Source: an optimization exercise on an open RTL-to-GDS flow (aim: small area, a short achievable clock period and few clock cycles per item). Production flows keep margins and buffers that such runs may drop.
At most, simulation tests tie the RTL to the original design; equivalence was not proved.
Power figures rest on the tool's default switching activity, not on a simulated workload.

== the reference run ==
Design MyDesign, start of the top module:
module MyDesign (
  input   wire dut_run,
  output  wire dut_busy,
  input   wire reset_b,
  input   wire clk,
  output wire        input_sram_write_enable,
  output wire [11:0] input_sram_write_addresss,
  output wire [15:0] input_sram_write_data,
  output reg  [11:0] input_sram_read_address,
  input  wire [15:0] input_sram_read_data,
  output wire        output_sram_write_enable,
  output reg  [11:0] output_sram_write_addresss,
  output wire [15:0] output_sram_write_data,
  output wire [11:0] output_sram_read_address,
  input  wire [15:0] output_sram_read_data,
  output wire        scratchpad_sram_write_enable,
  output wire [11:0] scratchpad_sram_write_addresss,
  output wire [15:0] scratchpad_sram_write_data,
  output wire [11:0] scratchpad_sram_read_address,
  input  wire [15:0] scratchpad_sram_read_data,
  output wire        weights_sram_write_enable,
  output wire [11:0] weights_sram_write_addresss,
  output wire [15:0] weights_sram_write_data,
  output wire [11:0] weights_sram_read_address,
  input  wire [15:0] weights_sram_read_data
);
Size: ~4100 cells after synthesis, ~560 flip-flops, ~230 I/O pins, about 49000 um^2 of cells after synthesis.
Settings: LEC_CHECK=0, CAP_MARGIN=70, CORE_MARGIN=2, CORE_UTILIZATION=40, SLEW_MARGIN=70, SYNTH_HIERARCHICAL=1; clock period 12.0 ns.
run.sh (not shown) runs the stock make flow with config.mk's settings and CLKGATE_MAP_FILE= SYNTH_SCRIPT=/design/flow/synth_recipe.tcl, a recipe that flattens the netlist after the stock synthesis.
Relative to the reference run, the following input files were edited for the trial run:
Settings: CAP_MARGIN now 85, was 70; SLEW_MARGIN now 85, was 70.
--- outcome ---
- Leakage power is lower on the reference run
- Compared with the reference run, the trial run shows total number of vias that has gone up by a few percent.
- In the tables for the trial run and the reference run, maximum frequency reads higher with the reference run.
- Summary — internal power consumption, the trial run relative to the reference run: higher, by about 3%.
- Diff the reference run..the trial run | synthesized cell count | unchanged
No functional check of the RTL was part of any run of this note.

---

== oak ==
Another version of the RTL of MyDesign (not shown whole).
For scale: about 670 flip-flops, roughly 230 I/O pins.
export LEC_CHECK = 0
export ABC_CLOCK_PERIOD_IN_PS = 3000
export CAP_MARGIN = 40
export CORE_MARGIN = 2
export CORE_UTILIZATION = 85
export CTS_CLUSTER_DIAMETER = 150
export CTS_CLUSTER_SIZE = 25
export SLEW_MARGIN = 40
export SYNTH_HIERARCHICAL = 1
create_clock -name core_clock -period 12.0 [get_ports {clk}]
standard.sh (not shown) runs the stock make flow with config.mk's settings and CLKGATE_MAP_FILE= SYNTH_SCRIPT=/design/flow/synth_recipe.tcl, a recipe that flattens the netlist after the stock synthesis.
==> flow/flow/run.sh <==
#!/bin/bash
# The standard layout (the standard.sh, standard synthesis unchanged), with
# the port buffers inserted by buffer_ports made from buf_2 cells instead of
# the default choice. Each tool's output goes to ORFS's own logs under orfs/;
# this script's output goes to run_flow.log.
set -euo pipefail
export BUFFER_PORTS_ARGS="-buffer_cell sky130_fd_sc_hd__buf_2"
bash standard.sh > run_flow.log 2>&1
Looking at the reports, oak completed the entire flow and the layout it produced met the timing, design-rule and antenna checks.
Testbench counts of oak, summed over its fixed seeds: cycles 36,652, items 15,932.
Modified inputs, pine compared to oak
- a change of CORE_UTILIZATION from 85 to 80
- a change of CAP_MARGIN from 40 to 50
- a change of SLEW_MARGIN from 40 to 50
Findings:
The run showing the greater combinational cell fraction of total power is oak. Of the two candidates, oak has the better die area and pine the worse one. oak and pine ended up with nearly the same clock network fraction of total power. Of pine and oak, it is pine that has the lower proportion of total power due to net switching.

---

MyDesign, a different RTL version from the one above (not shown whole).
For scale: about 730 flip-flops, ~230 I/O pins, roughly 53000 um2 of cells after synthesis.
export LEC_CHECK = 0
export CAP_MARGIN = 50
export CORE_MARGIN = 2
export CORE_UTILIZATION = 60
export CTS_CLUSTER_DIAMETER = 150
export CTS_CLUSTER_SIZE = 25
export SLEW_MARGIN = 50
export SYNTH_HIERARCHICAL = 1
create_clock -name core_clock -period 12.0 [get_ports {clk}]
Scripts as last shown in full above: flow/flow/run.sh
Edit:
--- a/flow/config.mk
+++ b/flow/config.mk
@@ -6,9 +6,9 @@
 export NUM_CORES = 4
 export LEC_CHECK = 0
-export CAP_MARGIN = 50
+export CAP_MARGIN = 70
 export CORE_MARGIN = 2
 export CORE_UTILIZATION = 60
 export CTS_CLUSTER_DIAMETER = 150
 export CTS_CLUSTER_SIZE = 25
-export SLEW_MARGIN = 50
+export SLEW_MARGIN = 70
 export SYNTH_HIERARCHICAL = 1
Result: Routed wire length falls by 0.65%. Non-clock buffer count rises by 114. Sequential share of layout area falls by 0.16 points. Area after synthesis is unchanged. Sequential power is about the same. Cell count rises by 2.1%. Cell area rises by 1.2%. Worst setup slack stays flat. Via count rises by 1.0%. Global-route usage falls by 0.12 points. Clock skew falls by 14 ps.
No functional check of the RTL was part of any run of this note.

[port drivers added, routing unchanged]
How much do the figures lean on ideal ports? The routed layouts below were timed once more, with nothing changed but the port constraints. Step 1: set_driving_cell puts a clkbuf_16 on clk and a buf_2 on each other input, an assumption about the parent block. Step 2 also shifts input and output timing later by t, the mid clock arrival at the registers, as if the neighbouring blocks saw the same clock. a / b / c = ideal / step 1 / step 2; a / b = the first two.
run	shift t [ns]	setup slack, ns	worst data-port slew with drivers (ns)
the reference run	0.748	7.336 / 7.336 / 7.336	0.06
the trial run	0.740	6.012 / 6.012 / 6.012	0.06
oak	0.706	8.089 / 8.089 / 8.089	0.07
pine	0.718	8.143 / 8.143 / 8.143	0.06
the first run of note 3	0.674	8.186 / 8.186 / 8.186	0.03
the second run of note 3	0.665	8.186 / 8.186 / 8.186	0.03
After both steps setup and hold are still met in every run listed.
